Context: an optimization exercise on an open-source flow, tuned for small area and a short achievable clock period. The choices shown serve that exercise and are no tape-out recipe. Only simulation tests tie the RTL to the original design; equivalence was not proved. No activity file was given, so power comes from the tool's default toggle rates.

==> flow/design.v (outline; a module is shown in full before it is edited, if it fits) <==
// module r6_mux4h: 3 lines
// module r6_xor: 3 lines
// module r6_gt: 6 lines
// module r6_ao: 3 lines
// module r6_lx: 3 lines
// module r6_pe: 3 lines
// module r6_wb: 6 lines
// module r6_pgn: 11 lines
// module r6_gn: 8 lines
// module risc6_core: 714 lines
module risc6_core (
    input clk,
    input rst,
    input [31:0] instr,
    output reg [31:0] pc,
    output reg [31:0] R0, R1, R2, R3,
    output [31:0] R4, R5, R6, R7,
    output reg halt
);
  // ...
==> flow/flow/run.sh <==
#!/bin/bash
# Standard layout, with plain buffers (not delay cells) on the ports, and
# a clock tree with larger sink clusters and no dummy loads.
set -e
export BUFFER_PORTS_ARGS="-buffer_cell sky130_fd_sc_hd__buf_1"
export CTS_ARGS="-sink_clustering_enable -repair_clock_nets -dont_use_dummy_load -sink_clustering_size 24 -sink_clustering_max_diameter 100"
bash standard.sh > standard.log 2>&1
==> flow/standard.sh <==
#!/bin/bash
# synth_recipe.tcl (not shown) runs the flow's synth.tcl, then flattens the netlist and writes it again
# the make line also repeats each setting of config.mk as NAME=value (left out here)
make -C /OpenROAD-flow-scripts/flow DESIGN_CONFIG=/design/flow/config.mk WORK_HOME=/design/flow/orfs CLKGATE_MAP_FILE= SYNTH_SCRIPT=/design/flow/synth_recipe.tcl "${@:-finish}"
==> flow/config.mk <==
export PLATFORM = sky130hd
export DESIGN_NAME = risc6_core
export DESIGN_NICKNAME = risc6_core
export VERILOG_FILES = /design/flow/design.v
export SDC_FILE = /design/flow/constraint.sdc
export NUM_CORES = 4
export LEC_CHECK = 0
export ABC_AREA = 0
export CAP_MARGIN = 20
export CORE_MARGIN = 2
export CORE_UTILIZATION = 55
export SETUP_SLACK_MARGIN = 3.2
export SLEW_MARGIN = 20
export SYNTH_HIERARCHICAL = 1
==> flow/constraint.sdc <==
create_clock -name core_clock -period 6.0 [get_ports {clk}]
set_input_delay 1.2000 -clock core_clock [delete_from_list [all_inputs] [get_ports {clk}]]
set_output_delay 1.2000 -clock core_clock [all_outputs]
set_load 0.01 [all_outputs]
==> summary.txt, run 1 <==
Logic synthesis
  • Post-synth design cell area: 12500 um^2
  • Syn Inst Count: 1502

Status
  • Status: timing/DRC/antenna clean

Setup path
  • Launching point of the worst reg2reg path: ir_sa[0]
  • Cells along the critical path: a22oi_1, nand2_1, nor2_1, o21ai_2, buf_4, a21oi_2, o21ai_2, a21oi_2, xnor2_1, a21oi_1

Clocking
  • Cts hold-fix bufs: 0
  • CTS tree: done
  • Root buf cell: clkbuf_16
  • Clock latency on the worst-skew pair: roughly 0.44 ns
  • CTS Buf Count: 17
  • # resized after CTS: 24

Power and ir drop
  • Power Density: 395 nW/um^2
  • Total power: 5770 uW
  • P_sw: around 2600 uW
  • Clk. pwr: 952 uW

Timing
  • Layout Skew: 0.0274 ns
  • RSZ-0062 raised after global routing: yes
  • Max-slew headroom: 30.7%

Worst hold path
  • Hold Path Sink: halt

Route
  • Metal3 WL: 2.46 mm
  • DR pass1 iterations: 5
  • DR top layer: met4
  • Vias: 11708
  • ANT nets after route: 0
  • Post-DR vias/cell: 5.78

Die
  • Core area: ~23000 um^2
  • Vert. Die Dim: 155 um
  • Tap Cells: 285
  • Die width: 155 um

Finish
  • ClkCell Share: 2.91%
  • Layout cells sized above 1: 16.8%
  • CLK BUF: 17

GRT
  • Met1 GRT Util: 39.9%
  • First-pass GRT wire length: between 50 and 60 mm
==> run 2: changes to the inputs <==
==> flow/flow/run.sh (replaced) <==
#!/bin/bash
# Standard layout, with plain buffers (not delay cells) on the ports, and
# a clock tree with larger sink clusters and no dummy loads.
set -e
export BUFFER_PORTS_ARGS="-buffer_cell sky130_fd_sc_hd__buf_1"
export CTS_ARGS="-sink_clustering_enable -repair_clock_nets -dont_use_dummy_load -sink_clustering_size 36 -sink_clustering_max_diameter 150"
bash standard.sh > standard.log 2>&1
==> summary.txt, run 2 <==
Status
  • Status: timing/DRC/antenna clean (unchanged)

Timing
  • FMAX: 373 MHz (unchanged)
  • Layout Skew: 0.0274 ns (unchanged)
  • Tightest Pin Transition: 1.04 ns (unchanged)
  • Finish-stage setup viols: 0 (unchanged)
  • RSZ-0062 raised after global routing: yes (unchanged)
  • Max-slew violation count: 0 (unchanged)
  • Setup ws final: 3.32 ns (unchanged)
  • Max-slew headroom: 30.7% (unchanged)
  • Hold Fails Final Rpt: 0 (unchanged)
  • Setup TNS: 0 ns (unchanged)
  • Crit path time final: 2.68 ns (unchanged)
  • Final Cycle Share: 44.7% (unchanged)

Job
  • Max cap viols: 0 (unchanged)

Finish
  • Nets: 1776 (unchanged)
  • Final core occ: 64.9% (unchanged)
  • Ant diodes: 0 (unchanged)
  • Design area: 14600 um^2 (unchanged)
  • Most common cell after layout, fill and taps aside: buf_1 (unchanged)
  • Most frequent cells in the layout: buf_1 (194), nand2_1 (176), nor2_1 (170) (unchanged)
  • Area grow syn2layout: 16.5% (unchanged)
  • Fin cells: 2024 (unchanged)
  • Layout cells sized above 1: 16.8% (unchanged)

Worst hold path
  • Hold WC Path Type: register to register (unchanged)

Clocking
  • Clock latency on the worst-skew pair: 0.44 ns (about the same)
  • CTS Buf Count: 17 (unchanged)
  • Cts hold-fix bufs: 0 (unchanged)
  • Reg clk slew, reported paths: 0.08 ns (about the same)
  • Root buf cell: clkbuf_16 (unchanged)
  • H-Tree Level Count: 4 (unchanged)
  • CTS Sinks: 198 (unchanged)
  • CTS tree: done (unchanged)
  • Clock Path Buffers: 2 (unchanged)

Route
  • Vias: 11708 (unchanged)
  • 1st-iter DRT viols: 886 (unchanged)
  • Wirelength, routed: 38.1 mm (unchanged)
  • DR pass1 iterations: 5 (unchanged)
  • Drt wl/cell: 18.8 um (unchanged)
  • ANT nets after route: 0 (unchanged)
  • Post-DR vias/cell: 5.78 (unchanged)
  • DRC errors left: 0 (unchanged)

Die
  • Row count: 55 (unchanged)
  • IO Pins: 323 (unchanged)
  • Vert. Die Dim: 155 um (unchanged)
  • Die width: 155 um (unchanged)
  • Starting Density: 55.7% (unchanged)
  • Die area: 24000 um^2 (unchanged)
  • Core area: 22500 um^2 (unchanged)

Place
  • Post-DP HPWL: 25.9 mm (unchanged)
  • Cells after DPL: 1978 (unchanged)
  • IO Port Bufs: 194 (unchanged)
  • Place WS: 2.59 ns (unchanged)
  • Cell Area, Placed: 13200 um^2 (unchanged)
  • Gpl congestion: 0.959 (unchanged)

Logic synthesis
  • Syn Inst Count: 1502 (unchanged)
  • Ys Warns: 7 (unchanged)
  • Post-synth design cell area: 12500 um^2 (unchanged)
  • Syn avg cell area: 8.35 um^2 (unchanged)

Setup path
  • Req. time, crit path: 6.27 ns (about the same)
  • Crit Path Category: register to register (unchanged)
  • CP Max Fanout: 32 (unchanged)
  • Crit. End Element: register (unchanged)
  • CP arrival: 2.95 ns (about the same)
  • CP Launch Type: register (unchanged)

GRT
  • Vias in the first global route: 11162 (unchanged)
  • Initial antenna violation count: 0 (unchanged)
  • All-Layer GR Usage: 31.3% (unchanged)
  • Largest net degree at the start of global routing: 163 (unchanged)
  • First-pass GRT wire length: 59.7 mm (unchanged)
  • Grt ovf: 0 (unchanged)

Power and ir drop
  • Worst VDD drop: 0.000214 V (unchanged)
  • Leakage power total: 0.00587 uW (unchanged)
  • Power Density: 395 nW/um^2 (unchanged)
[run 2: cell counts in the layout (fill, tap and decap cells not counted)]
No cell type changed its count.
[run 2: final cells by class]
class                   instances  area, um^2
multi-input cells            1274        7840
clock buffers                  17         425
flip-flops and latches        198        4810
well taps                     285         357
inverters                      16        63.8
repair buffers                234        1110
fillers                      2013        7890
[run 2: worst paths after layout]
path / startpoint / to / slack [ns] / depth (start not counted)
min in group asynchronous: rst / R3[11] / 0.91 / 3
max: ir_sa[0] / R3[15] / 3.32 / 10
max reg2reg: ir_sa[0] / R3[15] / 3.32 / 10
min reg2reg: halt / halt / 0.48 / 1
max in group asynchronous: rst / R3[14] / 4.20 / 3
min: halt / halt / 0.48 / 1
[run 2: repair_timing]
item                       4_1_cts  5_1_grt
pin swaps                        1        8
resized for setup               24      119
setup buffers                   16       13
setup endpoints to repair      109       98
[run 2: per-stage QoR]
| stage | hold WS [ns] | total power, uW |
|---|---|---|
| after detailed placement | 0.462 | 4560 |
| after CTS | 0.483 | 5560 |
| after global placement | 0.456 | 4510 |
| final | 0.475 | 5770 |
| after floorplan | 0.504 | 3840 |
| after global routing | 0.534 | 6180 |
[run 2: power by group]
part / switching (uW) / internal [uW]
combinational: 1640 / 938
clock: 457 / 494
sequential: 522 / 1720
total: 2620 / 3150
[run 2: routing by layer]
metal / track usage [%] / part of all wire [%]
met2: 54.0 / 50
met4: 10.5 / 2.3
met1: 39.9 / 41
met5: 0 / 0
met3: 5.52 / 6.5
[run 2: worst max-delay path, cell delays in order (launching register included)]
cell and delay (ns):
dfxtp_4 0.66, a22oi_1 0.17, nand2_1 0.16, nor2_1 0.08, o21ai_2 0.22, buf_4 0.15, a21oi_2 0.08, o21ai_2 0.30
a21oi_2 0.12, xnor2_1 0.42, a21oi_1 0.14

what the ideal ports hide:
No port has a modelled driver above. Below, the same layouts with a new extraction and two added sets of constraints. Step 1, drivers: a clkbuf_16 drives clk and a buf_2 each remaining input, both assumed. Step 2, shift: input delay + t, output delay - t, t = (earliest + latest rising clock arrival at the registers) / 2. This alone moves slack from input paths to output paths. Three values: ideal, step 1, step 2; two values: the first two.
run | t, ns | slack for setup (ns) | hold WS [ns] | worst setup path after step 2 | worst slew at a driven data input, ns
run 1 | 0.475 | 3.319 / 3.319 / 3.230 | 0.475 / 0.475 / 0.475 | input to register | 0.04
run 2 | 0.475 | 3.319 / 3.319 / 3.230 | 0.475 / 0.475 / 0.475 | input to register | 0.04
After both steps every run listed still meets setup and hold.
